Background: an optimization exercise with open tools, aiming at small area and a short achievable clock period. Do not read the settings as production practice. Function was checked by simulation only, so behaviour that the tests miss may differ from the original. No activity file was given, so power comes from the tool's default toggle rates.

==> design/flow/config.mk <==
export PLATFORM = sky130hd
export DESIGN_NAME = mxu_pe
export DESIGN_NICKNAME = mxu_pe
export VERILOG_FILES = /design/flow/design.v
export SDC_FILE = /design/flow/constraint.sdc
export NUM_CORES = 4
export LEC_CHECK = 0
export CAP_MARGIN = 20
export CORE_MARGIN = 2
export CORE_UTILIZATION = 60
export SETUP_SLACK_MARGIN = 3.6
export SLEW_MARGIN = 20
export SYNTH_HIERARCHICAL = 1
==> design/flow/constraint.sdc <==
create_clock -name core_clock -period 6.2 [get_ports {clk}]
set_input_delay 1.2400 -clock core_clock [delete_from_list [all_inputs] [get_ports {clk}]]
set_output_delay 1.2400 -clock core_clock [all_outputs]
set_load 0.01 [all_outputs]
==> design/flow/design.v <==
module mxu_pe_mac_lo (
    input wire [7:0] w,
    input wire one0, two0, neg0,
    input wire one1, two1, neg1,
    input wire [12:0] ps,
    output wire [12:0] lo,
    output wire t
);
  wire [8:0] pp0;
  assign pp0[0] = (one0 & w[0]) ^ neg0;
  assign pp0[1] = ((one0 & w[1]) | (two0 & w[0])) ^ neg0;
  assign pp0[2] = ((one0 & w[2]) | (two0 & w[1])) ^ neg0;
  assign pp0[3] = ((one0 & w[3]) | (two0 & w[2])) ^ neg0;
  assign pp0[4] = ((one0 & w[4]) | (two0 & w[3])) ^ neg0;
  assign pp0[5] = ((one0 & w[5]) | (two0 & w[4])) ^ neg0;
  assign pp0[6] = ((one0 & w[6]) | (two0 & w[5])) ^ neg0;
  assign pp0[7] = ((one0 & w[7]) | (two0 & w[6])) ^ neg0;
  assign pp0[8] = ((one0 & w[7]) | (two0 & w[7])) ^ neg0;
  wire [8:0] pp1;
  assign pp1[0] = (one1 & w[0]) ^ neg1;
  assign pp1[1] = ((one1 & w[1]) | (two1 & w[0])) ^ neg1;
  assign pp1[2] = ((one1 & w[2]) | (two1 & w[1])) ^ neg1;
  assign pp1[3] = ((one1 & w[3]) | (two1 & w[2])) ^ neg1;
  assign pp1[4] = ((one1 & w[4]) | (two1 & w[3])) ^ neg1;
  assign pp1[5] = ((one1 & w[5]) | (two1 & w[4])) ^ neg1;
  assign pp1[6] = ((one1 & w[6]) | (two1 & w[5])) ^ neg1;
  assign pp1[7] = ((one1 & w[7]) | (two1 & w[6])) ^ neg1;
  assign pp1[8] = ((one1 & w[7]) | (two1 & w[7])) ^ neg1;
  wire ly3, ls1, lc2;
  mxu_pe_hx u_ly3 (.a(ps[2]), .b(neg1), .x(ly3));
  mxu_pe_hx u_ls1 (.a(ly3), .b(pp0[2]), .x(ls1));
  mxu_pe_maj u_lc2 (.a(ps[2]), .b(neg1), .c(pp0[2]), .y(lc2));
  wire ly6, ls4, lc5;
  mxu_pe_hx u_ly6 (.a(ps[3]), .b(pp0[3]), .x(ly6));
  mxu_pe_hx u_ls4 (.a(ly6), .b(pp1[1]), .x(ls4));
  mxu_pe_maj u_lc5 (.a(ps[3]), .b(pp0[3]), .c(pp1[1]), .y(lc5));
  wire ly9, ls7, lc8;
  mxu_pe_hx u_ly9 (.a(ps[4]), .b(pp0[4]), .x(ly9));
  mxu_pe_hx u_ls7 (.a(ly9), .b(pp1[2]), .x(ls7));
  mxu_pe_maj u_lc8 (.a(ps[4]), .b(pp0[4]), .c(pp1[2]), .y(lc8));
  wire ly12, ls10, lc11;
  mxu_pe_hx u_ly12 (.a(ps[5]), .b(pp0[5]), .x(ly12));
  mxu_pe_hx u_ls10 (.a(ly12), .b(pp1[3]), .x(ls10));
  mxu_pe_maj u_lc11 (.a(ps[5]), .b(pp0[5]), .c(pp1[3]), .y(lc11));
  wire ly15, ls13, lc14;
  mxu_pe_hx u_ly15 (.a(ps[6]), .b(pp0[6]), .x(ly15));
  mxu_pe_hx u_ls13 (.a(ly15), .b(pp1[4]), .x(ls13));
  mxu_pe_maj u_lc14 (.a(ps[6]), .b(pp0[6]), .c(pp1[4]), .y(lc14));
  wire ly18, ls16, lc17;
  mxu_pe_hx u_ly18 (.a(ps[7]), .b(pp0[7]), .x(ly18));
  mxu_pe_hx u_ls16 (.a(ly18), .b(pp1[5]), .x(ls16));
  mxu_pe_maj u_lc17 (.a(ps[7]), .b(pp0[7]), .c(pp1[5]), .y(lc17));
  wire ly21, ls19, lc20;
  mxu_pe_hx u_ly21 (.a(~ps[8]), .b(~pp0[8]), .x(ly21));
  mxu_pe_hx u_ls19 (.a(ly21), .b(pp1[6]), .x(ls19));
  mxu_pe_maj u_lc20 (.a(~ps[8]), .b(~pp0[8]), .c(pp1[6]), .y(lc20));
  wire ly24, ls22, lc23;
  mxu_pe_hx u_ly24 (.a(~ps[9]), .b(pp1[7]), .x(ly24));
  mxu_pe_hx u_ls22 (.a(ly24), .b(ps[8]), .x(ls22));
  mxu_pe_maj u_lc23 (.a(~ps[9]), .b(pp1[7]), .c(ps[8]), .y(lc23));
  wire ly27, ls25, lc26;
  mxu_pe_hx u_ly27 (.a(ps[10]), .b(~pp1[8]), .x(ly27));
  mxu_pe_hx u_ls25 (.a(ly27), .b(ps[9]), .x(ls25));
  mxu_pe_maj u_lc26 (.a(ps[10]), .b(~pp1[8]), .c(ps[9]), .y(lc26));
  wire [12:0] ra = {ps[12], ~ps[11], ls25, ls22, ls19, ls16, ls13, ls10, ls7, ls4, ls1, ps[1], ps[0]};
  wire [12:0] rb = {ps[11], lc26, lc23, lc20, lc17, lc14, lc11, lc8, lc5, lc2, pp1[0], pp0[1], pp0[0]};
  mxu_pe_add13 add (.a(ra), .b(rb), .cin(neg0), .sum(lo), .cout(t));
endmodule
module mxu_pe_mac_hi (
    input wire [7:0] w,
    input wire one2, two2, neg2,
    input wire one3, two3, neg3,
    input wire [23:0] x,
    input wire t,
    output wire [23:0] result
);
  wire [8:0] pp2;
  assign pp2[0] = (one2 & w[0]) ^ neg2;
  assign pp2[1] = ((one2 & w[1]) | (two2 & w[0])) ^ neg2;
  assign pp2[2] = ((one2 & w[2]) | (two2 & w[1])) ^ neg2;
  assign pp2[3] = ((one2 & w[3]) | (two2 & w[2])) ^ neg2;
  assign pp2[4] = ((one2 & w[4]) | (two2 & w[3])) ^ neg2;
  assign pp2[5] = ((one2 & w[5]) | (two2 & w[4])) ^ neg2;
  assign pp2[6] = ((one2 & w[6]) | (two2 & w[5])) ^ neg2;
  assign pp2[7] = ((one2 & w[7]) | (two2 & w[6])) ^ neg2;
  assign pp2[8] = ((one2 & w[7]) | (two2 & w[7])) ^ neg2;
  wire [8:0] pp3;
  assign pp3[0] = (one3 & w[0]) ^ neg3;
  assign pp3[1] = ((one3 & w[1]) | (two3 & w[0])) ^ neg3;
  assign pp3[2] = ((one3 & w[2]) | (two3 & w[1])) ^ neg3;
  assign pp3[3] = ((one3 & w[3]) | (two3 & w[2])) ^ neg3;
  assign pp3[4] = ((one3 & w[4]) | (two3 & w[3])) ^ neg3;
  assign pp3[5] = ((one3 & w[5]) | (two3 & w[4])) ^ neg3;
  assign pp3[6] = ((one3 & w[6]) | (two3 & w[5])) ^ neg3;
  assign pp3[7] = ((one3 & w[7]) | (two3 & w[6])) ^ neg3;
  assign pp3[8] = ((one3 & w[7]) | (two3 & w[7])) ^ neg3;
  wire hy3, hs1, hc2;
  mxu_pe_hx u_hy3 (.a(x[6]), .b(neg3), .x(hy3));
  mxu_pe_hx u_hs1 (.a(hy3), .b(pp2[2]), .x(hs1));
  mxu_pe_maj u_hc2 (.a(x[6]), .b(neg3), .c(pp2[2]), .y(hc2));
  wire hy6, hs4, hc5;
  mxu_pe_hx u_hy6 (.a(x[7]), .b(pp2[3]), .x(hy6));
  mxu_pe_hx u_hs4 (.a(hy6), .b(pp3[1]), .x(hs4));
  mxu_pe_maj u_hc5 (.a(x[7]), .b(pp2[3]), .c(pp3[1]), .y(hc5));
  wire hy9, hs7, hc8;
  mxu_pe_hx u_hy9 (.a(x[8]), .b(pp2[4]), .x(hy9));
  mxu_pe_hx u_hs7 (.a(hy9), .b(pp3[2]), .x(hs7));
  mxu_pe_maj u_hc8 (.a(x[8]), .b(pp2[4]), .c(pp3[2]), .y(hc8));
  wire hy12, hs10, hc11;
  mxu_pe_hx u_hy12 (.a(x[9]), .b(pp2[5]), .x(hy12));
  mxu_pe_hx u_hs10 (.a(hy12), .b(pp3[3]), .x(hs10));
  mxu_pe_maj u_hc11 (.a(x[9]), .b(pp2[5]), .c(pp3[3]), .y(hc11));
  wire hy15, hs13, hc14;
  mxu_pe_hx u_hy15 (.a(x[10]), .b(pp2[6]), .x(hy15));
  mxu_pe_hx u_hs13 (.a(hy15), .b(pp3[4]), .x(hs13));
  mxu_pe_maj u_hc14 (.a(x[10]), .b(pp2[6]), .c(pp3[4]), .y(hc14));
  wire hy18, hs16, hc17;
  mxu_pe_hx u_hy18 (.a(x[11]), .b(pp2[7]), .x(hy18));
  mxu_pe_hx u_hs16 (.a(hy18), .b(pp3[5]), .x(hs16));
  mxu_pe_maj u_hc17 (.a(x[11]), .b(pp2[7]), .c(pp3[5]), .y(hc17));
  wire hy21, hs19, hc20;
  mxu_pe_hx u_hy21 (.a(x[12]), .b(~pp2[8]), .x(hy21));
  mxu_pe_hx u_hs19 (.a(hy21), .b(pp3[6]), .x(hs19));
  mxu_pe_maj u_hc20 (.a(x[12]), .b(~pp2[8]), .c(pp3[6]), .y(hc20));
  wire hy24, hs22, hc23;
  mxu_pe_hx u_hy24 (.a(~x[13]), .b(t), .x(hy24));
  mxu_pe_hx u_hs22 (.a(hy24), .b(pp3[7]), .x(hs22));
  mxu_pe_maj u_hc23 (.a(~x[13]), .b(t), .c(pp3[7]), .y(hc23));
  wire hy27, hs25, hc26;
  mxu_pe_hx u_hy27 (.a(x[14]), .b(~pp3[8]), .x(hy27));
  mxu_pe_hx u_hs25 (.a(hy27), .b(x[13]), .x(hs25));
  mxu_pe_maj u_hc26 (.a(x[14]), .b(~pp3[8]), .c(x[13]), .y(hc26));
  wire [19:0] ra = {~x[23], ~x[22], ~x[21], ~x[20], ~x[19], ~x[18], ~x[17], ~x[16], ~x[15], hs25, hs22, hs19, hs16, hs13, hs10, hs7, hs4, hs1, x[5], x[4]};
  wire [19:0] rb = {x[22], x[21], x[20], x[19], x[18], x[17], x[16], x[15], hc26, hc23, hc20, hc17, hc14, hc11, hc8, hc5, hc2, pp3[0], pp2[1], pp2[0]};
  wire [19:0] sum;
  wire c_unused;
  mxu_pe_add20 add (.a(ra), .b(rb), .cin(neg2), .sum(sum), .cout(c_unused));
  assign result = {sum, x[3:0]};
endmodule
module mxu_pe_add13 (
    input wire [12:0] a,
    input wire [12:0] b,
    input wire cin,
    output wire [12:0] sum,
    output wire cout
);
  wire [12:0] x;
  wire gn0_1, pn0_1;
  mxu_pe_pg0 u_pg0 (.a(a[0]), .b(b[0]), .gn(gn0_1), .pn(pn0_1));
  mxu_pe_hx u_x0 (.a(a[0]), .b(b[0]), .x(x[0]));
  wire gn0_2, pn0_2;
  mxu_pe_pg0 u_pg1 (.a(a[1]), .b(b[1]), .gn(gn0_2), .pn(pn0_2));
  mxu_pe_hx u_x1 (.a(a[1]), .b(b[1]), .x(x[1]));
  wire gn0_3, pn0_3;
  mxu_pe_pg0 u_pg2 (.a(a[2]), .b(b[2]), .gn(gn0_3), .pn(pn0_3));
  mxu_pe_hx u_x2 (.a(a[2]), .b(b[2]), .x(x[2]));
  wire gn0_4, pn0_4;
  mxu_pe_pg0 u_pg3 (.a(a[3]), .b(b[3]), .gn(gn0_4), .pn(pn0_4));
  mxu_pe_hx u_x3 (.a(a[3]), .b(b[3]), .x(x[3]));
  wire gn0_5, pn0_5;
  mxu_pe_pg0 u_pg4 (.a(a[4]), .b(b[4]), .gn(gn0_5), .pn(pn0_5));
  mxu_pe_hx u_x4 (.a(a[4]), .b(b[4]), .x(x[4]));
  wire gn0_6, pn0_6;
  mxu_pe_pg0 u_pg5 (.a(a[5]), .b(b[5]), .gn(gn0_6), .pn(pn0_6));
  mxu_pe_hx u_x5 (.a(a[5]), .b(b[5]), .x(x[5]));
  wire gn0_7, pn0_7;
  mxu_pe_pg0 u_pg6 (.a(a[6]), .b(b[6]), .gn(gn0_7), .pn(pn0_7));
  mxu_pe_hx u_x6 (.a(a[6]), .b(b[6]), .x(x[6]));
  wire gn0_8, pn0_8;
  mxu_pe_pg0 u_pg7 (.a(a[7]), .b(b[7]), .gn(gn0_8), .pn(pn0_8));
  mxu_pe_hx u_x7 (.a(a[7]), .b(b[7]), .x(x[7]));
  wire gn0_9, pn0_9;
  mxu_pe_pg0 u_pg8 (.a(a[8]), .b(b[8]), .gn(gn0_9), .pn(pn0_9));
  mxu_pe_hx u_x8 (.a(a[8]), .b(b[8]), .x(x[8]));
  wire gn0_10, pn0_10;
  mxu_pe_pg0 u_pg9 (.a(a[9]), .b(b[9]), .gn(gn0_10), .pn(pn0_10));
  mxu_pe_hx u_x9 (.a(a[9]), .b(b[9]), .x(x[9]));
  wire gn0_11, pn0_11;
  mxu_pe_pg0 u_pg10 (.a(a[10]), .b(b[10]), .gn(gn0_11), .pn(pn0_11));
  mxu_pe_hx u_x10 (.a(a[10]), .b(b[10]), .x(x[10]));
  wire gn0_12, pn0_12;
  mxu_pe_pg0 u_pg11 (.a(a[11]), .b(b[11]), .gn(gn0_12), .pn(pn0_12));
  mxu_pe_hx u_x11 (.a(a[11]), .b(b[11]), .x(x[11]));
  wire gn0_13, pn0_13;
  mxu_pe_pg0 u_pg12 (.a(a[12]), .b(b[12]), .gn(gn0_13), .pn(pn0_13));
  mxu_pe_hx u_x12 (.a(a[12]), .b(b[12]), .x(x[12]));
  wire cinn = ~cin;
  wire g1_0 = ~cinn;
  wire g1_1;
  mxu_pe_gi u_n1_1 (.gnh(gn0_1), .pnh(pn0_1), .gnl(cinn), .g(g1_1));
  wire g1_2 = ~gn0_2;
  wire p1_2 = ~pn0_2;
  wire g1_3, p1_3;
  mxu_pe_gpi u_n1_3 (.gnh(gn0_3), .pnh(pn0_3), .gnl(gn0_2), .pnl(pn0_2), .g(g1_3), .p(p1_3));
  wire g1_4 = ~gn0_4;
  wire p1_4 = ~pn0_4;
  wire g1_5, p1_5;
  mxu_pe_gpi u_n1_5 (.gnh(gn0_5), .pnh(pn0_5), .gnl(gn0_4), .pnl(pn0_4), .g(g1_5), .p(p1_5));
  wire g1_6 = ~gn0_6;
  wire p1_6 = ~pn0_6;
  wire g1_7, p1_7;
  mxu_pe_gpi u_n1_7 (.gnh(gn0_7), .pnh(pn0_7), .gnl(gn0_6), .pnl(pn0_6), .g(g1_7), .p(p1_7));
  wire g1_8 = ~gn0_8;
  wire p1_8 = ~pn0_8;
  wire g1_9, p1_9;
  mxu_pe_gpi u_n1_9 (.gnh(gn0_9), .pnh(pn0_9), .gnl(gn0_8), .pnl(pn0_8), .g(g1_9), .p(p1_9));
  wire g1_10 = ~gn0_10;
  wire p1_10 = ~pn0_10;
  wire g1_11, p1_11;
  mxu_pe_gpi u_n1_11 (.gnh(gn0_11), .pnh(pn0_11), .gnl(gn0_10), .pnl(pn0_10), .g(g1_11), .p(p1_11));
  wire g1_12 = ~gn0_12;
  wire p1_12 = ~pn0_12;
  wire g1_13, p1_13;
  mxu_pe_gpi u_n1_13 (.gnh(gn0_13), .pnh(pn0_13), .gnl(gn0_12), .pnl(pn0_12), .g(g1_13), .p(p1_13));
  wire g2_0 = ~g1_0;
  wire g2_1 = ~g1_1;
  wire g2_2;
  mxu_pe_gt u_n2_2 (.gh(g1_2), .ph(p1_2), .gl(g1_1), .gn(g2_2));
  wire g2_3;
  mxu_pe_gt u_n2_3 (.gh(g1_3), .ph(p1_3), .gl(g1_1), .gn(g2_3));
  wire g2_4 = ~g1_4;
  wire p2_4 = ~p1_4;
  wire g2_5 = ~g1_5;
  wire p2_5 = ~p1_5;
  wire g2_6, p2_6;
  mxu_pe_gpt u_n2_6 (.gh(g1_6), .ph(p1_6), .gl(g1_5), .pl(p1_5), .gn(g2_6), .pn(p2_6));
  wire g2_7, p2_7;
  mxu_pe_gpt u_n2_7 (.gh(g1_7), .ph(p1_7), .gl(g1_5), .pl(p1_5), .gn(g2_7), .pn(p2_7));
  wire g2_8 = ~g1_8;
  wire p2_8 = ~p1_8;
  wire g2_9 = ~g1_9;
  wire p2_9 = ~p1_9;
  wire g2_10, p2_10;
  mxu_pe_gpt u_n2_10 (.gh(g1_10), .ph(p1_10), .gl(g1_9), .pl(p1_9), .gn(g2_10), .pn(p2_10));
  wire g2_11, p2_11;
  mxu_pe_gpt u_n2_11 (.gh(g1_11), .ph(p1_11), .gl(g1_9), .pl(p1_9), .gn(g2_11), .pn(p2_11));
  wire g2_12 = ~g1_12;
  wire p2_12 = ~p1_12;
  wire g2_13 = ~g1_13;
  wire p2_13 = ~p1_13;
  wire g3_0 = ~g2_0;
  wire g3_1 = ~g2_1;
  wire g3_2 = ~g2_2;
  wire g3_3 = ~g2_3;
  wire g3_4;
  mxu_pe_gi u_n3_4 (.gnh(g2_4), .pnh(p2_4), .gnl(g2_3), .g(g3_4));
  wire g3_5;
  mxu_pe_gi u_n3_5 (.gnh(g2_5), .pnh(p2_5), .gnl(g2_3), .g(g3_5));
  wire g3_6;
  mxu_pe_gi u_n3_6 (.gnh(g2_6), .pnh(p2_6), .gnl(g2_3), .g(g3_6));
  wire g3_7;
  mxu_pe_gi u_n3_7 (.gnh(g2_7), .pnh(p2_7), .gnl(g2_3), .g(g3_7));
  wire g3_8 = ~g2_8;
  wire p3_8 = ~p2_8;
  wire g3_9 = ~g2_9;
  wire p3_9 = ~p2_9;
  wire g3_10 = ~g2_10;
  wire p3_10 = ~p2_10;
  wire g3_11 = ~g2_11;
  wire p3_11 = ~p2_11;
  wire g3_12, p3_12;
  mxu_pe_gpi u_n3_12 (.gnh(g2_12), .pnh(p2_12), .gnl(g2_11), .pnl(p2_11), .g(g3_12), .p(p3_12));
  wire g3_13, p3_13;
  mxu_pe_gpi u_n3_13 (.gnh(g2_13), .pnh(p2_13), .gnl(g2_11), .pnl(p2_11), .g(g3_13), .p(p3_13));
  wire g4_0 = ~g3_0;
  wire g4_1 = ~g3_1;
  wire g4_2 = ~g3_2;
  wire g4_3 = ~g3_3;
  wire g4_4 = ~g3_4;
  wire g4_5 = ~g3_5;
  wire g4_6 = ~g3_6;
  wire g4_7 = ~g3_7;
  wire g4_8;
  mxu_pe_gt u_n4_8 (.gh(g3_8), .ph(p3_8), .gl(g3_7), .gn(g4_8));
  wire g4_9;
  mxu_pe_gt u_n4_9 (.gh(g3_9), .ph(p3_9), .gl(g3_7), .gn(g4_9));
  wire g4_10;
  mxu_pe_gt u_n4_10 (.gh(g3_10), .ph(p3_10), .gl(g3_7), .gn(g4_10));
  wire g4_11;
  mxu_pe_gt u_n4_11 (.gh(g3_11), .ph(p3_11), .gl(g3_7), .gn(g4_11));
  wire g4_12;
  mxu_pe_gt u_n4_12 (.gh(g3_12), .ph(p3_12), .gl(g3_7), .gn(g4_12));
  wire g4_13;
  mxu_pe_gt u_n4_13 (.gh(g3_13), .ph(p3_13), .gl(g3_7), .gn(g4_13));
  assign sum[0] = ~(x[0] ^ g4_0);
  assign sum[1] = ~(x[1] ^ g4_1);
  assign sum[2] = ~(x[2] ^ g4_2);
  assign sum[3] = ~(x[3] ^ g4_3);
  assign sum[4] = ~(x[4] ^ g4_4);
  assign sum[5] = ~(x[5] ^ g4_5);
  assign sum[6] = ~(x[6] ^ g4_6);
  assign sum[7] = ~(x[7] ^ g4_7);
  assign sum[8] = ~(x[8] ^ g4_8);
  assign sum[9] = ~(x[9] ^ g4_9);
  assign sum[10] = ~(x[10] ^ g4_10);
  assign sum[11] = ~(x[11] ^ g4_11);
  assign sum[12] = ~(x[12] ^ g4_12);
  assign cout = ~g4_13;
endmodule
module mxu_pe_add20 (
    input wire [19:0] a,
    input wire [19:0] b,
    input wire cin,
    output wire [19:0] sum,
    output wire cout
);
  wire [19:0] x;
  wire gn0_1, pn0_1;
  mxu_pe_pg0 u_pg0 (.a(a[0]), .b(b[0]), .gn(gn0_1), .pn(pn0_1));
  mxu_pe_hx u_x0 (.a(a[0]), .b(b[0]), .x(x[0]));
  wire gn0_2, pn0_2;
  mxu_pe_pg0 u_pg1 (.a(a[1]), .b(b[1]), .gn(gn0_2), .pn(pn0_2));
  mxu_pe_hx u_x1 (.a(a[1]), .b(b[1]), .x(x[1]));
  wire gn0_3, pn0_3;
  mxu_pe_pg0 u_pg2 (.a(a[2]), .b(b[2]), .gn(gn0_3), .pn(pn0_3));
  mxu_pe_hx u_x2 (.a(a[2]), .b(b[2]), .x(x[2]));
  wire gn0_4, pn0_4;
  mxu_pe_pg0 u_pg3 (.a(a[3]), .b(b[3]), .gn(gn0_4), .pn(pn0_4));
  mxu_pe_hx u_x3 (.a(a[3]), .b(b[3]), .x(x[3]));
  wire gn0_5, pn0_5;
  mxu_pe_pg0 u_pg4 (.a(a[4]), .b(b[4]), .gn(gn0_5), .pn(pn0_5));
  mxu_pe_hx u_x4 (.a(a[4]), .b(b[4]), .x(x[4]));
  wire gn0_6, pn0_6;
  mxu_pe_pg0 u_pg5 (.a(a[5]), .b(b[5]), .gn(gn0_6), .pn(pn0_6));
  mxu_pe_hx u_x5 (.a(a[5]), .b(b[5]), .x(x[5]));
  wire gn0_7, pn0_7;
  mxu_pe_pg0 u_pg6 (.a(a[6]), .b(b[6]), .gn(gn0_7), .pn(pn0_7));
  mxu_pe_hx u_x6 (.a(a[6]), .b(b[6]), .x(x[6]));
  wire gn0_8, pn0_8;
  mxu_pe_pg0 u_pg7 (.a(a[7]), .b(b[7]), .gn(gn0_8), .pn(pn0_8));
  mxu_pe_hx u_x7 (.a(a[7]), .b(b[7]), .x(x[7]));
  wire gn0_9, pn0_9;
  mxu_pe_pg0 u_pg8 (.a(a[8]), .b(b[8]), .gn(gn0_9), .pn(pn0_9));
  mxu_pe_hx u_x8 (.a(a[8]), .b(b[8]), .x(x[8]));
  wire gn0_10, pn0_10;
  mxu_pe_pg0 u_pg9 (.a(a[9]), .b(b[9]), .gn(gn0_10), .pn(pn0_10));
  mxu_pe_hx u_x9 (.a(a[9]), .b(b[9]), .x(x[9]));
  wire gn0_11, pn0_11;
  mxu_pe_pg0 u_pg10 (.a(a[10]), .b(b[10]), .gn(gn0_11), .pn(pn0_11));
  mxu_pe_hx u_x10 (.a(a[10]), .b(b[10]), .x(x[10]));
  wire gn0_12, pn0_12;
  mxu_pe_pg0 u_pg11 (.a(a[11]), .b(b[11]), .gn(gn0_12), .pn(pn0_12));
  mxu_pe_hx u_x11 (.a(a[11]), .b(b[11]), .x(x[11]));
  wire gn0_13, pn0_13;
  mxu_pe_pg0 u_pg12 (.a(a[12]), .b(b[12]), .gn(gn0_13), .pn(pn0_13));
  mxu_pe_hx u_x12 (.a(a[12]), .b(b[12]), .x(x[12]));
  wire gn0_14, pn0_14;
  mxu_pe_pg0 u_pg13 (.a(a[13]), .b(b[13]), .gn(gn0_14), .pn(pn0_14));
  mxu_pe_hx u_x13 (.a(a[13]), .b(b[13]), .x(x[13]));
  wire gn0_15, pn0_15;
  mxu_pe_pg0 u_pg14 (.a(a[14]), .b(b[14]), .gn(gn0_15), .pn(pn0_15));
  mxu_pe_hx u_x14 (.a(a[14]), .b(b[14]), .x(x[14]));
  wire gn0_16, pn0_16;
  mxu_pe_pg0 u_pg15 (.a(a[15]), .b(b[15]), .gn(gn0_16), .pn(pn0_16));
  mxu_pe_hx u_x15 (.a(a[15]), .b(b[15]), .x(x[15]));
  wire gn0_17, pn0_17;
  mxu_pe_pg0 u_pg16 (.a(a[16]), .b(b[16]), .gn(gn0_17), .pn(pn0_17));
  mxu_pe_hx u_x16 (.a(a[16]), .b(b[16]), .x(x[16]));
  wire gn0_18, pn0_18;
  mxu_pe_pg0 u_pg17 (.a(a[17]), .b(b[17]), .gn(gn0_18), .pn(pn0_18));
  mxu_pe_hx u_x17 (.a(a[17]), .b(b[17]), .x(x[17]));
  wire gn0_19, pn0_19;
  mxu_pe_pg0 u_pg18 (.a(a[18]), .b(b[18]), .gn(gn0_19), .pn(pn0_19));
  mxu_pe_hx u_x18 (.a(a[18]), .b(b[18]), .x(x[18]));
  wire gn0_20, pn0_20;
  mxu_pe_pg0 u_pg19 (.a(a[19]), .b(b[19]), .gn(gn0_20), .pn(pn0_20));
  mxu_pe_hx u_x19 (.a(a[19]), .b(b[19]), .x(x[19]));
  wire cinn = ~cin;
  wire g1_0 = ~cinn;
  wire g1_1;
  mxu_pe_gi u_n1_1 (.gnh(gn0_1), .pnh(pn0_1), .gnl(cinn), .g(g1_1));
  wire g1_2 = ~gn0_2;
  wire p1_2 = ~pn0_2;
  wire g1_3, p1_3;
  mxu_pe_gpi u_n1_3 (.gnh(gn0_3), .pnh(pn0_3), .gnl(gn0_2), .pnl(pn0_2), .g(g1_3), .p(p1_3));
  wire g1_4 = ~gn0_4;
  wire p1_4 = ~pn0_4;
  wire g1_5, p1_5;
  mxu_pe_gpi u_n1_5 (.gnh(gn0_5), .pnh(pn0_5), .gnl(gn0_4), .pnl(pn0_4), .g(g1_5), .p(p1_5));
  wire g1_6 = ~gn0_6;
  wire p1_6 = ~pn0_6;
  wire g1_7, p1_7;
  mxu_pe_gpi u_n1_7 (.gnh(gn0_7), .pnh(pn0_7), .gnl(gn0_6), .pnl(pn0_6), .g(g1_7), .p(p1_7));
  wire g1_8 = ~gn0_8;
  wire p1_8 = ~pn0_8;
  wire g1_9, p1_9;
  mxu_pe_gpi u_n1_9 (.gnh(gn0_9), .pnh(pn0_9), .gnl(gn0_8), .pnl(pn0_8), .g(g1_9), .p(p1_9));
  wire g1_10 = ~gn0_10;
  wire p1_10 = ~pn0_10;
  wire g1_11, p1_11;
  mxu_pe_gpi u_n1_11 (.gnh(gn0_11), .pnh(pn0_11), .gnl(gn0_10), .pnl(pn0_10), .g(g1_11), .p(p1_11));
  wire g1_12 = ~gn0_12;
  wire p1_12 = ~pn0_12;
  wire g1_13, p1_13;
  mxu_pe_gpi u_n1_13 (.gnh(gn0_13), .pnh(pn0_13), .gnl(gn0_12), .pnl(pn0_12), .g(g1_13), .p(p1_13));
  wire g1_14 = ~gn0_14;
  wire p1_14 = ~pn0_14;
  wire g1_15, p1_15;
  mxu_pe_gpi u_n1_15 (.gnh(gn0_15), .pnh(pn0_15), .gnl(gn0_14), .pnl(pn0_14), .g(g1_15), .p(p1_15));
  wire g1_16 = ~gn0_16;
  wire p1_16 = ~pn0_16;
  wire g1_17, p1_17;
  mxu_pe_gpi u_n1_17 (.gnh(gn0_17), .pnh(pn0_17), .gnl(gn0_16), .pnl(pn0_16), .g(g1_17), .p(p1_17));
  wire g1_18 = ~gn0_18;
  wire p1_18 = ~pn0_18;
  wire g1_19, p1_19;
  mxu_pe_gpi u_n1_19 (.gnh(gn0_19), .pnh(pn0_19), .gnl(gn0_18), .pnl(pn0_18), .g(g1_19), .p(p1_19));
  wire g1_20 = ~gn0_20;
  wire p1_20 = ~pn0_20;
  wire g2_0 = ~g1_0;
  wire g2_1 = ~g1_1;
  wire g2_2;
  mxu_pe_gt u_n2_2 (.gh(g1_2), .ph(p1_2), .gl(g1_1), .gn(g2_2));
  wire g2_3;
  mxu_pe_gt u_n2_3 (.gh(g1_3), .ph(p1_3), .gl(g1_1), .gn(g2_3));
  wire g2_4 = ~g1_4;
  wire p2_4 = ~p1_4;
  wire g2_5 = ~g1_5;
  wire p2_5 = ~p1_5;
  wire g2_6, p2_6;
  mxu_pe_gpt u_n2_6 (.gh(g1_6), .ph(p1_6), .gl(g1_5), .pl(p1_5), .gn(g2_6), .pn(p2_6));
  wire g2_7, p2_7;
  mxu_pe_gpt u_n2_7 (.gh(g1_7), .ph(p1_7), .gl(g1_5), .pl(p1_5), .gn(g2_7), .pn(p2_7));
  wire g2_8 = ~g1_8;
  wire p2_8 = ~p1_8;
  wire g2_9 = ~g1_9;
  wire p2_9 = ~p1_9;
  wire g2_10, p2_10;
  mxu_pe_gpt u_n2_10 (.gh(g1_10), .ph(p1_10), .gl(g1_9), .pl(p1_9), .gn(g2_10), .pn(p2_10));
  wire g2_11, p2_11;
  mxu_pe_gpt u_n2_11 (.gh(g1_11), .ph(p1_11), .gl(g1_9), .pl(p1_9), .gn(g2_11), .pn(p2_11));
  wire g2_12 = ~g1_12;
  wire p2_12 = ~p1_12;
  wire g2_13 = ~g1_13;
  wire p2_13 = ~p1_13;
  wire g2_14, p2_14;
  mxu_pe_gpt u_n2_14 (.gh(g1_14), .ph(p1_14), .gl(g1_13), .pl(p1_13), .gn(g2_14), .pn(p2_14));
  wire g2_15, p2_15;
  mxu_pe_gpt u_n2_15 (.gh(g1_15), .ph(p1_15), .gl(g1_13), .pl(p1_13), .gn(g2_15), .pn(p2_15));
  wire g2_16 = ~g1_16;
  wire p2_16 = ~p1_16;
  wire g2_17 = ~g1_17;
  wire p2_17 = ~p1_17;
  wire g2_18, p2_18;
  mxu_pe_gpt u_n2_18 (.gh(g1_18), .ph(p1_18), .gl(g1_17), .pl(p1_17), .gn(g2_18), .pn(p2_18));
  wire g2_19, p2_19;
  mxu_pe_gpt u_n2_19 (.gh(g1_19), .ph(p1_19), .gl(g1_17), .pl(p1_17), .gn(g2_19), .pn(p2_19));
  wire g2_20 = ~g1_20;
  wire p2_20 = ~p1_20;
  wire g3_0 = ~g2_0;
  wire g3_1 = ~g2_1;
  wire g3_2 = ~g2_2;
  wire g3_3 = ~g2_3;
  wire g3_4;
  mxu_pe_gi u_n3_4 (.gnh(g2_4), .pnh(p2_4), .gnl(g2_3), .g(g3_4));
  wire g3_5;
  mxu_pe_gi u_n3_5 (.gnh(g2_5), .pnh(p2_5), .gnl(g2_3), .g(g3_5));
  wire g3_6;
  mxu_pe_gi u_n3_6 (.gnh(g2_6), .pnh(p2_6), .gnl(g2_3), .g(g3_6));
  wire g3_7;
  mxu_pe_gi u_n3_7 (.gnh(g2_7), .pnh(p2_7), .gnl(g2_3), .g(g3_7));
  wire g3_8 = ~g2_8;
  wire p3_8 = ~p2_8;
  wire g3_9 = ~g2_9;
  wire p3_9 = ~p2_9;
  wire g3_10 = ~g2_10;
  wire p3_10 = ~p2_10;
  wire g3_11 = ~g2_11;
  wire p3_11 = ~p2_11;
  wire g3_12, p3_12;
  mxu_pe_gpi u_n3_12 (.gnh(g2_12), .pnh(p2_12), .gnl(g2_11), .pnl(p2_11), .g(g3_12), .p(p3_12));
  wire g3_13, p3_13;
  mxu_pe_gpi u_n3_13 (.gnh(g2_13), .pnh(p2_13), .gnl(g2_11), .pnl(p2_11), .g(g3_13), .p(p3_13));
  wire g3_14, p3_14;
  mxu_pe_gpi u_n3_14 (.gnh(g2_14), .pnh(p2_14), .gnl(g2_11), .pnl(p2_11), .g(g3_14), .p(p3_14));
  wire g3_15, p3_15;
  mxu_pe_gpi u_n3_15 (.gnh(g2_15), .pnh(p2_15), .gnl(g2_11), .pnl(p2_11), .g(g3_15), .p(p3_15));
  wire g3_16 = ~g2_16;
  wire p3_16 = ~p2_16;
  wire g3_17 = ~g2_17;
  wire p3_17 = ~p2_17;
  wire g3_18 = ~g2_18;
  wire p3_18 = ~p2_18;
  wire g3_19 = ~g2_19;
  wire p3_19 = ~p2_19;
  wire g3_20, p3_20;
  mxu_pe_gpi u_n3_20 (.gnh(g2_20), .pnh(p2_20), .gnl(g2_19), .pnl(p2_19), .g(g3_20), .p(p3_20));
  wire g4_0 = ~g3_0;
  wire g4_1 = ~g3_1;
  wire g4_2 = ~g3_2;
  wire g4_3 = ~g3_3;
  wire g4_4 = ~g3_4;
  wire g4_5 = ~g3_5;
  wire g4_6 = ~g3_6;
  wire g4_7 = ~g3_7;
  wire g4_8;
  mxu_pe_gt u_n4_8 (.gh(g3_8), .ph(p3_8), .gl(g3_7), .gn(g4_8));
  wire g4_9;
  mxu_pe_gt u_n4_9 (.gh(g3_9), .ph(p3_9), .gl(g3_7), .gn(g4_9));
  wire g4_10;
  mxu_pe_gt u_n4_10 (.gh(g3_10), .ph(p3_10), .gl(g3_7), .gn(g4_10));
  wire g4_11;
  mxu_pe_gt u_n4_11 (.gh(g3_11), .ph(p3_11), .gl(g3_7), .gn(g4_11));
  wire g4_12;
  mxu_pe_gt u_n4_12 (.gh(g3_12), .ph(p3_12), .gl(g3_7), .gn(g4_12));
  wire g4_13;
  mxu_pe_gt u_n4_13 (.gh(g3_13), .ph(p3_13), .gl(g3_7), .gn(g4_13));
  wire g4_14;
  mxu_pe_gt u_n4_14 (.gh(g3_14), .ph(p3_14), .gl(g3_7), .gn(g4_14));
  wire g4_15;
  mxu_pe_gt u_n4_15 (.gh(g3_15), .ph(p3_15), .gl(g3_7), .gn(g4_15));
  wire g4_16 = ~g3_16;
  wire p4_16 = ~p3_16;
  wire g4_17 = ~g3_17;
  wire p4_17 = ~p3_17;
  wire g4_18 = ~g3_18;
  wire p4_18 = ~p3_18;
  wire g4_19 = ~g3_19;
  wire p4_19 = ~p3_19;
  wire g4_20 = ~g3_20;
  wire p4_20 = ~p3_20;
  wire g5_0 = ~g4_0;
  wire g5_1 = ~g4_1;
  wire g5_2 = ~g4_2;
  wire g5_3 = ~g4_3;
  wire g5_4 = ~g4_4;
  wire g5_5 = ~g4_5;
  wire g5_6 = ~g4_6;
  wire g5_7 = ~g4_7;
  wire g5_8 = ~g4_8;
  wire g5_9 = ~g4_9;
  wire g5_10 = ~g4_10;
  wire g5_11 = ~g4_11;
  wire g5_12 = ~g4_12;
  wire g5_13 = ~g4_13;
  wire g5_14 = ~g4_14;
  wire g5_15 = ~g4_15;
  wire g5_16;
  mxu_pe_gi u_n5_16 (.gnh(g4_16), .pnh(p4_16), .gnl(g4_15), .g(g5_16));
  wire g5_17;
  mxu_pe_gi u_n5_17 (.gnh(g4_17), .pnh(p4_17), .gnl(g4_15), .g(g5_17));
  wire g5_18;
  mxu_pe_gi u_n5_18 (.gnh(g4_18), .pnh(p4_18), .gnl(g4_15), .g(g5_18));
  wire g5_19;
  mxu_pe_gi u_n5_19 (.gnh(g4_19), .pnh(p4_19), .gnl(g4_15), .g(g5_19));
  wire g5_20;
  mxu_pe_gi u_n5_20 (.gnh(g4_20), .pnh(p4_20), .gnl(g4_15), .g(g5_20));
  assign sum[0] = x[0] ^ g5_0;
  assign sum[1] = x[1] ^ g5_1;
  assign sum[2] = x[2] ^ g5_2;
  assign sum[3] = x[3] ^ g5_3;
  assign sum[4] = x[4] ^ g5_4;
  assign sum[5] = x[5] ^ g5_5;
  assign sum[6] = x[6] ^ g5_6;
  assign sum[7] = x[7] ^ g5_7;
  assign sum[8] = x[8] ^ g5_8;
  assign sum[9] = x[9] ^ g5_9;
  assign sum[10] = x[10] ^ g5_10;
  assign sum[11] = x[11] ^ g5_11;
  assign sum[12] = x[12] ^ g5_12;
  assign sum[13] = x[13] ^ g5_13;
  assign sum[14] = x[14] ^ g5_14;
  assign sum[15] = x[15] ^ g5_15;
  assign sum[16] = x[16] ^ g5_16;
  assign sum[17] = x[17] ^ g5_17;
  assign sum[18] = x[18] ^ g5_18;
  assign sum[19] = x[19] ^ g5_19;
  assign cout = g5_20;
endmodule
module mxu_pe_hipre (input wire [8:0] xh, input wire c, output wire [8:0] sel0,
                     output wire [8:0] sel1);
  wire [8:0] xh_m1 = xh - 9'd1;
  wire [8:0] xh_p1 = xh + 9'd1;
  assign sel0 = c ? xh : xh_m1;
  assign sel1 = c ? xh_p1 : xh;
endmodule
module mxu_pe_mux9 (input wire [8:0] sel0, input wire [8:0] sel1, input wire s,
                    output wire [8:0] y);
  assign y = s ? sel1 : sel0;
endmodule
module mxu_pe_pg0 (input wire a, input wire b, output wire gn, output wire pn);
  assign gn = ~(a & b);
  assign pn = ~(a | b);
endmodule
module mxu_pe_maj (input wire a, input wire b, input wire c, output wire y);
  assign y = (a & b) | (a & c) | (b & c);
endmodule
module mxu_pe_hx (input wire a, input wire b, output wire x);
  assign x = a ^ b;
endmodule
module mxu_pe_gpt (input wire gh, input wire ph, input wire gl, input wire pl,
                   output wire gn, output wire pn);
  assign gn = ~(gh | (ph & gl));
  assign pn = ~(ph & pl);
endmodule
module mxu_pe_gpi (input wire gnh, input wire pnh, input wire gnl, input wire pnl,
                   output wire g, output wire p);
  assign g = ~(gnh & (pnh | gnl));
  assign p = ~(pnh | pnl);
endmodule
module mxu_pe_gt (input wire gh, input wire ph, input wire gl, output wire gn);
  assign gn = ~(gh | (ph & gl));
endmodule
module mxu_pe_gi (input wire gnh, input wire pnh, input wire gnl, output wire g);
  assign g = ~(gnh & (pnh | gnl));
endmodule
module mxu_pe #(
    parameter Y_INDEX = 0   
) (
    input wire clk,
    input wire rst_n,
    input wire load_phase,
    input wire [7:0] load_weight_target_y,
    input wire [7:0] load_weight,
    input wire [7:0] activation,
    input wire [23:0] partial_sum,
    output reg [23:0] result,
    output reg phase_out,
    output reg [7:0] load_weight_target_y_out,
    output reg [7:0] weight_out,
    output reg [7:0] activation_out_bw
);
  reg ld1, ld2;
  reg [7:0] ty1, ty2;
  reg [7:0] lw1, lw2;
  reg [7:0] act1, act2, act3, act4;
  reg two0_1, one1_1, two1_1;   
  reg one2_2, two2_2, one3_2, two3_2;   
  reg [23:0] ps1;
  reg [23:0] mac2;
  reg mac2_t;
  reg [7:0] w_cur, w_old, w_nx1, w_nx2;
  wire hit2 = ld2 && (ty2 == Y_INDEX);
  wire [12:0] lo1;
  wire t1;
  wire [23:0] x2 = {mac2[23:13], ~mac2[12], mac2[11:0]};
  wire [23:0] sum2;
  mxu_pe_mac_lo mac_lo (
      .w(w_cur),
      .one0(act1[0]),
      .two0(two0_1),
      .neg0(act1[1]),
      .one1(one1_1),
      .two1(two1_1),
      .neg1(act1[3]),
      .ps(ps1[12:0]),
      .lo(lo1),
      .t(t1)
  );
  mxu_pe_mac_hi mac_hi (
      .w(w_old),
      .one2(one2_2),
      .two2(two2_2),
      .neg2(act2[5]),
      .one3(one3_2),
      .two3(two3_2),
      .neg3(act2[7]),
      .x(x2),
      .t(mac2_t),
      .result(sum2)
  );
  always @(posedge clk or negedge rst_n) begin
    if (!rst_n) begin
      ld1 <= 1'b0;
      ty1 <= 8'b0;
      lw1 <= 8'b0;
      ld2 <= 1'b0;
      ty2 <= 8'b0;
      lw2 <= 8'b0;
      phase_out <= 1'b0;
      load_weight_target_y_out <= 8'b0;
      weight_out <= 8'b0;
      act1 <= 8'b0;
      act2 <= 8'b0;
      act3 <= 8'b0;
      act4 <= 8'b0;
      activation_out_bw <= 8'b0;
      two0_1 <= 1'b0;
      one1_1 <= 1'b0;
      two1_1 <= 1'b0;
      one2_2 <= 1'b0;
      two2_2 <= 1'b0;
      one3_2 <= 1'b0;
      two3_2 <= 1'b0;
      ps1 <= 24'b0;
      mac2 <= 24'b0;
      mac2_t <= 1'b0;
      result <= 24'b0;
      w_cur <= 8'b0;
      w_old <= 8'b0;
      w_nx1 <= 8'b0;
      w_nx2 <= 8'b0;
    end else begin
      ld1 <= load_phase;
      ty1 <= load_weight_target_y;
      lw1 <= load_weight;
      ld2 <= ld1;
      ty2 <= ty1;
      lw2 <= lw1;
      phase_out <= ld2;
      load_weight_target_y_out <= ty2;
      weight_out <= lw2;
      act1 <= activation;
      act2 <= act1;
      act3 <= act2;
      act4 <= act3;
      activation_out_bw <= act4;
      two0_1 <= activation[1] & ~activation[0];
      one1_1 <= activation[2] ^ activation[1];
      two1_1 <= (activation[3] ^ activation[2]) & ~(activation[2] ^ activation[1]);
      one2_2 <= act1[4] ^ act1[3];
      two2_2 <= (act1[5] ^ act1[4]) & ~(act1[4] ^ act1[3]);
      one3_2 <= act1[6] ^ act1[5];
      two3_2 <= (act1[7] ^ act1[6]) & ~(act1[6] ^ act1[5]);
      ps1 <= partial_sum;
      mac2 <= {ps1[23:13], ~lo1[12], lo1[11:0]};
      mac2_t <= t1;
      result <= sum2;
      w_nx2 <= hit2 ? lw2 : w_old;
      w_nx1 <= w_nx2;
      w_cur <= w_nx1;
      w_old <= w_cur;
    end
  end
endmodule
==> design/flow/flow/run.sh <==
#!/bin/bash
# Standard ORFS layout with smaller port buffers, a clock tree without dummy loads, and
# useful skew between the two MAC pipeline stages (flow/skew.tcl, before global routing).
set -euo pipefail
export BUFFER_PORTS_ARGS="-buffer_cell sky130_fd_sc_hd__buf_1"
export CTS_ARGS="-sink_clustering_enable -sink_clustering_size 30 -sink_clustering_max_diameter 80 -repair_clock_nets -dont_use_dummy_load -buf_list {sky130_fd_sc_hd__clkbuf_16}"
bash standard.sh "PRE_GLOBAL_ROUTE_TCL=$PWD/flow/skew.tcl" finish > standard_flow.log 2>&1
==> design/flow/flow/skew.tcl <==
# Useful skew between the two MAC stages (registers with no path from an input or to an
# output only).  Runs before global routing, after clock tree synthesis.
#  - early: the stage-2 launch registers (w_old, act2 and the stage-2 Booth encodings) are
#    clocked by their own buffer straight from the clock port net, ahead of the tree leaves;
#  - late: the stage-1 adder's capture registers (mac2[12:0], mac2_t) are clocked by a buffer
#    hanging off a tree leaf, behind the other leaves.
# All registers with a path from an input port or to an output port stay on the tree leaves.
set block [ord::get_db_block]
set db [ord::get_db]

proc group_insts {block patterns} {
  set out {}
  foreach inst [$block getInsts] {
    set n [$inst getName]
    foreach p $patterns {
      if {[string match $p $n]} { lappend out $inst; break }
    }
  }
  return $out
}

proc centroid {insts} {
  set sx 0; set sy 0; set k 0
  foreach i $insts {
    set loc [$i getLocation]
    set sx [expr {$sx + [lindex $loc 0]}]
    set sy [expr {$sy + [lindex $loc 1]}]
    incr k
  }
  return [list [expr {$sx / $k}] [expr {$sy / $k}]]
}

proc add_clock_buffer {block db name master_name in_net insts} {
  set master [$db findMaster $master_name]
  set buf [odb::dbInst_create $block $master $name]
  set net [odb::dbNet_create $block "${name}_net"]
  $net setSigType CLOCK
  [$buf findITerm A] connect $in_net
  [$buf findITerm X] connect $net
  foreach i $insts {
    set it [$i findITerm CLK]
    $it disconnect
    $it connect $net
  }
  set c [centroid $insts]
  $buf setLocation [lindex $c 0] [lindex $c 1]
  $buf setPlacementStatus PLACED
  puts "skew: $name drives [llength $insts] registers from [$in_net getName]"
  return $buf
}

set early [group_insts $block {w_old* act2* one2_2* two2_2* one3_2* two3_2*}]
# mac2[23:13] only copy ps1[23:13]; the stage-1 adder results are mac2[12:0] and mac2_t
set late {}
foreach inst [$block getInsts] {
  set n [$inst getName]
  if {[regexp {^mac2\\?\[([0-9]+)\\?\]} $n -> bit] && $bit <= 12} { lappend late $inst }
  if {[string match {mac2_t*} $n]} { lappend late $inst }
}

# the net of the clock port
set clk_net [[$block findBTerm clk] getNet]
# a tree leaf net: the one now clocking the first late register
set leaf_net [[[lindex $late 0] findITerm CLK] getNet]

add_clock_buffer $block $db clkbuf_early sky130_fd_sc_hd__clkbuf_16 $clk_net $early
set late_buf [add_clock_buffer $block $db clkbuf_late sky130_fd_sc_hd__clkbuf_16 $leaf_net $late]
# one more buffer in front of it for extra delay
set pre_master [$db findMaster sky130_fd_sc_hd__clkbuf_2]
set pre [odb::dbInst_create $block $pre_master clkbuf_late_pre]
set pre_net [odb::dbNet_create $block clkbuf_late_pre_net]
$pre_net setSigType CLOCK
set a_it [$late_buf findITerm A]
$a_it disconnect
[$pre findITerm A] connect $leaf_net
[$pre findITerm X] connect $pre_net
$a_it connect $pre_net
set loc [$late_buf getLocation]
$pre setLocation [lindex $loc 0] [lindex $loc 1]
$pre setPlacementStatus PLACED

detailed_placement
check_placement
==> design/flow/standard.sh <==
#!/bin/bash
# synth_recipe.tcl (not shown) runs the flow's synth.tcl, then flattens the netlist and writes it again
# the make line also repeats each setting of config.mk as NAME=value (left out here)
make -C /OpenROAD-flow-scripts/flow DESIGN_CONFIG=/design/flow/config.mk WORK_HOME=/design/flow/orfs CLKGATE_MAP_FILE= SYNTH_SCRIPT=/design/flow/synth_recipe.tcl "${@:-finish}"
==> results.toml, run 1 <==
[status]
status = "no timing/DRC/antenna violations"

[floorplan]
die_h_um = 121
dieWidth_um = 121
dieArea_um2 = 14600
initial_core_util_pct = 61.6
std_cell_rows = 42
coreArea_um2 = 13300
io_pins = 100

[layout]
drive_above_1_share_pct = 14.6
regArea_um2 = 5090
syn2layout_area_growth_pct = 10.7
nets = 809
antenna_cells = 0
final_area_um2 = 9070
multiInputGateArea_um2 = 2810
final_cells = 932
fill_cells = 994

[setup_path]
slowest_delay_ns = 0.39
worst_ep_arrival_time_ns = 2.65
slowest_stage = "dfrtp_1"
end_kind = "register"
worstSetupPathType = "reg -> reg"
path_cells = "maj3_2 > nor2_1 > o21ai_4 > a21oi_4 > o21ai_2 > a21oi_4 > o21ai_1 > xor2_1"
critical_path_required_ns = 6.54
cp_common_cell = "a21oi_4"
start_kind = "register"
worstPathMaxFanout = 5

[sta]
setup_viol = 0
skew_ns = 0.329
final.setup.tns_ns = 0
worstMarginPinSlew_ns = 0.813
max_freq_mhz = 433
timing.slew.headroom_pct = 45.8
slew_violations = 0
fin_hold_ws_ns = 0.0753
min_period_over_period_pct = 37.3
final-hold-violation-count = 0
rsz0062_at_grt = "false"
period_minus_slack_ns = 2.31

[detailed_routing]
ant_nets = 0
drt-pass1-iter-count = 5
drt-initial-drc-count = 126
remaining_drc_errors = 0
vias = 4605
routed_wl_mm = 12.5
post_drt_wl_per_cell_um = 13.4
vias_per_cell = 4.94

[min_path]
hp-class = "reg -> reg"

[pwr]
leakagePower_nw = 4.05
ir_drop_v = 0.000239
p_per_area_nw_per_um2 = 348
finalPower_mw = 3.16

[global_route]
grt_max_degree = 85
grt_remaining_overflow = 0
grt_antenna_before_repair = 0
first_global_vias = 4712
grtUsageTotal_pct = 18.4
grt_pass1_wl_mm = 21.6

[cts]
clock_latency_ns = 0.73
cts-hold-fix-buffers = 0
cts-buffers-inserted = 11
cts_tree = "built"
clkSinkCount = 203
root_buffer = "clkbuf_16"
cts_buffer_depth = 3
clk_pin_slew_worst_paths_ns = 0.10
htree_levels = 1

[place]
place.gp.congestion = 0.772
port_buffers = 99
place_area_um2 = 8660
placed_cells = 916
dp_hpwl_mm = 9.00

[synth]
avgSynthCellArea_um2 = 12.5
syn_inst = 655
synth_area_um2 = 8190
ys_warn_count = 7
synth_fp_nets = 706

[flow_run]
cap_violations = 0
## routing by layer
metal | GRT usage [%] | share of wire [%] | wire length (um)
met4 | 3.85 | 1.6 | 198
met2 | 33.8 | 53 | 6600
met5 | 0 | 0 | 0
met3 | 2.54 | 3.8 | 470
met1 | 23.2 | 42 | 5250
## path summary, 6_finish.rpt
check	cells after the start	endpoint	slack [ns]	startpoint
setup / recovery	8	result[22]$_DFF_PN0_	3.89	mac2[11]$_DFF_PN0_
hold / removal	0	act3[4]$_DFF_PN0_	0.08	act2[4]$_DFF_PN0_
setup reg to reg	8	result[22]$_DFF_PN0_	3.89	mac2[11]$_DFF_PN0_
hold reg to reg	0	act3[4]$_DFF_PN0_	0.08	act2[4]$_DFF_PN0_
max in group asynchronous	2	act2[2]$_DFF_PN0_	3.97	rst_n
min in group asynchronous	1	result[23]$_DFF_PN0_	0.90	rst_n
## through the flow
stage	util, %	worst slack, ns
after floorplan	-	3.65
after global placement	65.2	3.31
after detailed placement	65.2	3.23
after CTS	67.7	3.61
after global routing	68.2	3.65
final	68.2	3.89
## timing repair
item	CTS	global route
endpoints found under the setup margin	19	14
pin swaps	1	0
gates cloned	0	0
buffers inserted	2	0
resized for setup	13	3
## placed cells by master (no fill, tap or decap)
master     instances
o21ai_4            3
nand4b_2           1
a22oi_1           25
xor2_1            92
buf_4              2
a21oi_4            2
nand3b_1           1
o21ai_2           20
mux2_2             8
nor2b_1            1
buf_6              1
o21ai_0            3
clkbuf_4           1
nor2_2             2
buf_1             98
nand2_1           52
dfrtp_2            5
nor2_1            53
a21oi_2           28
dfrtp_1          198
maj3_2            18
nor4_2             1
xnor2_1           49
clkbuf_2           1
a22oi_2            3
nor3_1             1
nand2b_1           1
o21ai_1           16
clkbuf_16         13
inv_1             56
buf_8              1
## power breakdown
part	switching, mW	total [mW]	internal, mW
sequential	0.0804	1.56	1.48
clock	0.390	0.770	0.379
combinational	0.490	0.827	0.337
total	0.961	3.16	2.20
## state kept, by name (all words and copies together), names as in the netlist, 8 cells and up
register	count
ty2	8
activation_out_bw	8
act3	8
w_old	8
act2	8
lw2	8
weight_out	8
lw1	8
act4	8
ps1	24
load_weight_target_y_out	8
mac2	24
w_cur	8
w_nx2	8
act1	8
w_nx1	8
ty1	8
result	24
## worst max-delay path, delay by kind of cell, from the launching register on
kind                       cells  cell delay (ns)
DFF                            1             0.39
xor gates and xnor gates       1             0.17
adders and majority gates      1             0.33
and+or+nand+nor                1             0.24
AOI/OAI and AO/OA              5             0.78
## final cells by class
type                    count  area share [%]
repair buffers            103            4.59
well taps                 176            2.43
flip-flops and latches    203            56.1
inverters                  56            2.32
plain buffers               3           0.607
clock buffers              11            3.03
multi-input cells         380            31.0
==> inputs of run 2 (changes only) <==
--- a/design/flow/config.mk
+++ b/design/flow/config.mk
@@ -8,6 +8,6 @@
 export CAP_MARGIN = 20
 export CORE_MARGIN = 2
 export CORE_UTILIZATION = 60
-export SETUP_SLACK_MARGIN = 3.6
+export SETUP_SLACK_MARGIN = 3.4
 export SLEW_MARGIN = 20
 export SYNTH_HIERARCHICAL = 1
==> results.toml, run 2 <==
[status]
status = "no timing/DRC/antenna violations"

[detailed_routing]
remaining_drc_errors = 0
drt-initial-drc-count = 248
ant_nets = 0
vias = 4691
post_drt_wl_per_cell_um = 14.2
drt-pass1-iter-count = 4
routed_wl_mm = 13.2
vias_per_cell = 5.05

[setup_path]
critical_path_required_ns = 6.54
rr_worst_depth = 9
worstPathMaxFanout = 9
worst_ep_arrival_time_ns = 2.82
end_kind = "register"
worstSetupPathType = "reg -> reg"
r2r-end = "result[20]$_DFF_PN0_"
start_kind = "register"
rrSetupSlack_ns = 3.72
rr_startpoint = "mac2[6]$_DFF_PN0_"

[cts]
htree_levels = 1
cts_buffer_depth = 3
postCtsSetupRepairBufs = 0
cts_tree = "built"
clkSinkCount = 203
clk_pin_slew_worst_paths_ns = 0.10
cts-buffers-inserted = 11
cts.repair.resized = 6
cts-hold-fix-buffers = 0
root_buffer = "clkbuf_16"
clock_latency_ns = 0.71

[sta]
min_period_over_period_pct = 40.0
max_freq_mhz = 404
final.setup.tns_ns = 0
worstMarginPinSlew_ns = 0.861
timing.slew.headroom_pct = 42.6
slew_violations = 0
rsz0062_at_grt = "false"
period_minus_slack_ns = 2.48
final-hold-violation-count = 0
setup_viol = 0
skew_ns = 0.300

[synth]
avgSynthCellArea_um2 = 12.5
syn_inst = 655
synth_area_um2 = 8190
ys_warn_count = 7
synth_fp_nets = 706

[global_route]
grt_remaining_overflow = 0
grt_max_degree = 142
grtUsageTotal_pct = 19.2
grt_antenna_before_repair = 0
grt_pass1_wl_mm = 22.3
first_global_vias = 4733

[layout]
syn2layout_area_growth_pct = 10.1
utilization_pct = 67.8
mostFrequentLayoutCells = "201 x dfrtp_1, 98 x buf_1, 92 x xor2_1, 56 x inv_1, 55 x nor2_1"
nets = 806
final_common_cell = "dfrtp_1"
drive_above_1_share_pct = 13.5
antenna_cells = 0
top_regs = "mac2: 24 flops, ps1: 24 flops, result: 24 flops"

[floorplan]
die_h_um = 121
dieArea_um2 = 14600
io_pins = 100
initial_core_util_pct = 61.6
std_cell_rows = 42
coreArea_um2 = 13300
dieWidth_um = 121

[flow_run]
cap_violations = 0

[min_path]
min_delay_path_depth = 0
worstHoldStart = "act2[6]$_DFF_PN0_"
min_to = "act3[6]$_DFF_PN0_"
hp-class = "reg -> reg"

[place]
port_buffers = 99
place.gp.congestion = 0.821
dp_hpwl_mm = 9.46

[pwr]
leakagePower_nw = 4.04
ir_drop_v = 0.000265
p_per_area_nw_per_um2 = 349
==> run 2: layer usage <==
layer	GRT usage, %	vias up	wire length (um)
li1	-	2276	-
met1	25.1	2307	5640
met2	34.2	91	6840
met3	2.77	17	465
met4	3.92	0	232
met5	0	-	0
==> run 2: area by class of cell <==
type                            instances  area [um^2]
Multi-Input combinational cell        380         2780
Tap cell                              176          220
Fill cell                             989         4280
Inverter                               56          210
Timing Repair Buffer                  100          395
Clock buffer                           11          275
Sequential cell                       203         5080
Buffer                                  3         55.1
==> run 2: worst max-delay path, cell delays in order, from the launching register on <==
cell and delay (ns):
dfrtp_1 0.40, xor2_1 0.15, xor2_1 0.18, nor2_1 0.18, nor2_1 0.09, a21oi_2 0.30, o21ai_4 0.18, a21oi_2 0.31
o21ai_1 0.14, xor2_1 0.17
==> run 2: worst max-delay path by stage <==
stage                      start              endpoint
5_1_grt        act2[5]$_DFF_PN0_  result[23]$_DFF_PN0_
3_5_place_dp    one2_2$_DFF_PN0_  result[23]$_DFF_PN0_
4_1_cts         one3_2$_DFF_PN0_  result[23]$_DFF_PN0_
3_3_place_gp   act2[5]$_DFF_PN0_  result[23]$_DFF_PN0_
6_report       mac2[6]$_DFF_PN0_  result[20]$_DFF_PN0_
2_1_floorplan   two2_2$_DFF_PN0_  result[20]$_DFF_PN0_
==> run 2: metrics by stage <==
stage / setup WS (ns) / power, mW / hold slack [ns] / std cells / cell area [um^2]
after CTS: 3.40 / 3.10 / 0.333 / 926 / 8960
final: 3.72 / 3.15 / 0.0835 / 929 / 9020
after global placement: 3.11 / 2.36 / 0.331 / 915 / 8660
after detailed placement: 2.99 / 2.39 / 0.335 / 915 / 8660
after floorplan: 3.41 / 2.20 / 0.331 / 655 / 8190
after global routing: 3.49 / 3.35 / 0.0819 / 929 / 9020
==> run 2: power by group <==
part | leakage [nW] | total (mW) | switching (mW) | internal (mW)
combinational | 1.43 | 0.806 | 0.488 | 0.318
clock | 0.164 | 0.780 | 0.400 | 0.380
sequential | 2.44 | 1.56 | 0.0844 | 1.48
total | 4.04 | 3.15 | 0.972 | 2.18
==> inputs of run 3 (changes only) <==
--- a/design/flow/config.mk
+++ b/design/flow/config.mk
@@ -8,6 +8,6 @@
 export CAP_MARGIN = 20
 export CORE_MARGIN = 2
 export CORE_UTILIZATION = 60
-export SETUP_SLACK_MARGIN = 3.4
+export SETUP_SLACK_MARGIN = 3.8
 export SLEW_MARGIN = 20
 export SYNTH_HIERARCHICAL = 1
==> results.toml, run 3 <==
[status]
status = "no timing/DRC/antenna violations"

[sta]
worstMarginPinSlew_ns = 0.401
min_period_over_period_pct = 37.6
setup_viol = 0
timing.slew.headroom_pct = 73.3
final-hold-violation-count = 0
period_minus_slack_ns = 2.33
slew_violations = 0
final.setup.tns_ns = 0
rsz0062_at_grt = "true"
max_freq_mhz = 429
skew_ns = 0.300

[floorplan]
die_h_um = 121
std_cell_rows = 42
io_pins = 100
dieArea_um2 = 14600
initial_core_util_pct = 61.6
dieWidth_um = 121
coreArea_um2 = 13300

[layout]
syn2layout_area_growth_pct = 16.7
top_regs = "mac2: 24 flops, ps1: 24 flops, result: 24 flops"
fill_cells = 937
drive_above_1_share_pct = 22.9
mostFrequentLayoutCells = "189 x dfrtp_1, 98 x buf_1, 90 x xor2_1, 55 x inv_1, 51 x nand2_1"
regArea_um2 = 5100
final_area_um2 = 9570
multiInputGateArea_um2 = 2920
final_common_cell = "dfrtp_1"
nets = 848
antenna_cells = 0

[min_path]
hp-class = "reg -> reg"

[pwr]
leakagePower_nw = 4.30
finalPower_mw = 3.34
ir_drop_v = 0.000332
p_per_area_nw_per_um2 = 349

[synth]
synth_fp_nets = 706
syn_inst = 655
avgSynthCellArea_um2 = 12.5
synth_area_um2 = 8190
ys_warn_count = 7

[global_route]
grtUsageTotal_pct = 19.4
grt_antenna_before_repair = 0
grt_remaining_overflow = 0
grt_pass1_wl_mm = 22.7
grt_max_degree = 130
first_global_vias = 5022

[detailed_routing]
wl_met1_mm = 5.71
drt-initial-drc-count = 145
post_drt_wl_per_cell_um = 14.5
vias = 4834
wl_met3_um = 472
remaining_drc_errors = 0
ant_nets = 0
wl_met2_mm = 7.64
vias_per_cell = 4.98
highest_layer = "met4"
drt-pass1-iter-count = 5
routed_wl_mm = 14.0

[setup_path]
end_kind = "register"
critical_path_required_ns = 6.50
worstSetupPathType = "reg -> reg"
worst_ep_arrival_time_ns = 2.63
start_kind = "register"
worstPathMaxFanout = 5

[cts]
clock_latency_ns = 0.71
cts-buffers-inserted = 11
cts_tree = "built"
cts-hold-fix-buffers = 0
htree_levels = 1
cts_buffer_depth = 3
clk_pin_slew_worst_paths_ns = 0.09
clkSinkCount = 203
root_buffer = "clkbuf_16"

[flow_run]
cap_violations = 0

[place]
place_area_um2 = 8710
dp_hpwl_mm = 9.36
place.gp.congestion = 0.813
port_buffers = 99
[run 3: layer usage]
| layer | up-vias | global-route usage (%) |
|---|---|---|
| met5 | - | 0 |
| met4 | 0 | 5.52 |
| met3 | 18 | 2.58 |
| met2 | 97 | 35.9 |
| met1 | 2363 | 23.6 |
| li1 | 2356 | - |
[run 3: layout make-up]
type                    count  area share (%)
inverters                  56            2.20
repair buffers            142            8.23
clock buffers              11            2.88
well taps                 176            2.30
multi-input cells         380            30.5
plain buffers               3           0.576
flip-flops and latches    203            53.3
[run 3: power by group]
part / internal (mW) / switching, mW / leakage (nW) / total, mW
registers: 1.48 / 0.0842 / 2.43 / 1.56
logic: 0.460 / 0.547 / 1.71 / 1.01
clock network: 0.379 / 0.389 / 0.164 / 0.768
[run 3: worst max-delay path, cell delays in order (launching register included)]
cell     delay (ns)
dfrtp_1        0.34
inv_2          0.06
xor2_2         0.17
xor2_1         0.16
buf_4          0.16
nor2_4         0.16
o21ai_4        0.09
a21oi_2        0.18
o21ai_2        0.09
a21oi_4        0.25
o21ai_2        0.09
xor2_1         0.17
[run 3: worst paths after layout]
path / start / endpoint / slack, ns / cells after the start
worst min register to register: act2[3]$_DFF_PN0_ / act3[3]$_DFF_PN0_ / 0.08 / 0
worst max-delay path: mac2[12]$_DFF_PN0_ / result[20]$_DFF_PN0_ / 3.87 / 11
worst min-delay path: act2[3]$_DFF_PN0_ / act3[3]$_DFF_PN0_ / 0.08 / 0
min in group asynchronous: rst_n / mac2[22]$_DFF_PN0_ / 0.69 / 1
max in group asynchronous: rst_n / w_old[7]$_DFF_PN0_ / 4.28 / 3
worst max register to register: mac2[12]$_DFF_PN0_ / result[20]$_DFF_PN0_ / 3.87 / 11
[run 3: what timing repair did]
action | 4_1_cts | 5_1_grt
pin swaps | 24 | 3
gates resized for setup | 42 | 7
cloned | 0 | 1
setup buffers | 38 | 2
endpoints found under the setup margin | 20 | 19
[run 3: per-stage QoR]
step | utilization (%) | cells | setup WS [ns] | hold slack (ns)
after global routing | 71.9 | 971 | 3.75 | 0.0624
final | 71.9 | 971 | 3.87 | 0.0784
after global placement | 65.5 | 915 | 3.54 | 0.331
after CTS | 70.8 | 964 | 3.79 | 0.354
after detailed placement | 65.5 | 915 | 3.41 | 0.335
after floorplan | - | 655 | 3.77 | 0.331

[afterwards: timing with drivers on the ports]
How much do the figures lean on ideal ports? The routed layouts below were timed once more, with nothing changed but the port constraints. Step 1: set_driving_cell puts a clkbuf_16 on clk and a buf_2 on each other input, an assumption about the parent block. Step 2, shift: input delay + t, output delay - t, t = (earliest + latest rising clock arrival at the registers) / 2. This alone moves slack from input paths to output paths. Slacks: no drivers / after step 1 / after step 2; pairs: no drivers / after step 1.
run | shift t [ns] | slack for setup (ns) | worst setup path after step 2 | clock arrival spread, ns | worst data-port slew with drivers (ns)
run 1 | 0.493 | 3.888 / 3.888 / 3.503 | input, reset recovery | 0.586 / 0.586 | 0.04
run 2 | 0.486 | 3.723 / 3.723 / 3.316 | input, reset recovery | 0.555 / 0.556 | 0.04
run 3 | 0.488 | 3.868 / 3.868 / 3.818 | input, reset recovery | 0.558 / 0.559 | 0.04
In every run listed the clock reaches the registers at very different times; t lies between them, and the last value is a rough guide only. The setup slack of run 2, which loses most, moves by 0.000 ns with the drivers and by -0.407 ns with both steps. The worst setup slack also covers recovery checks on asynchronous resets.
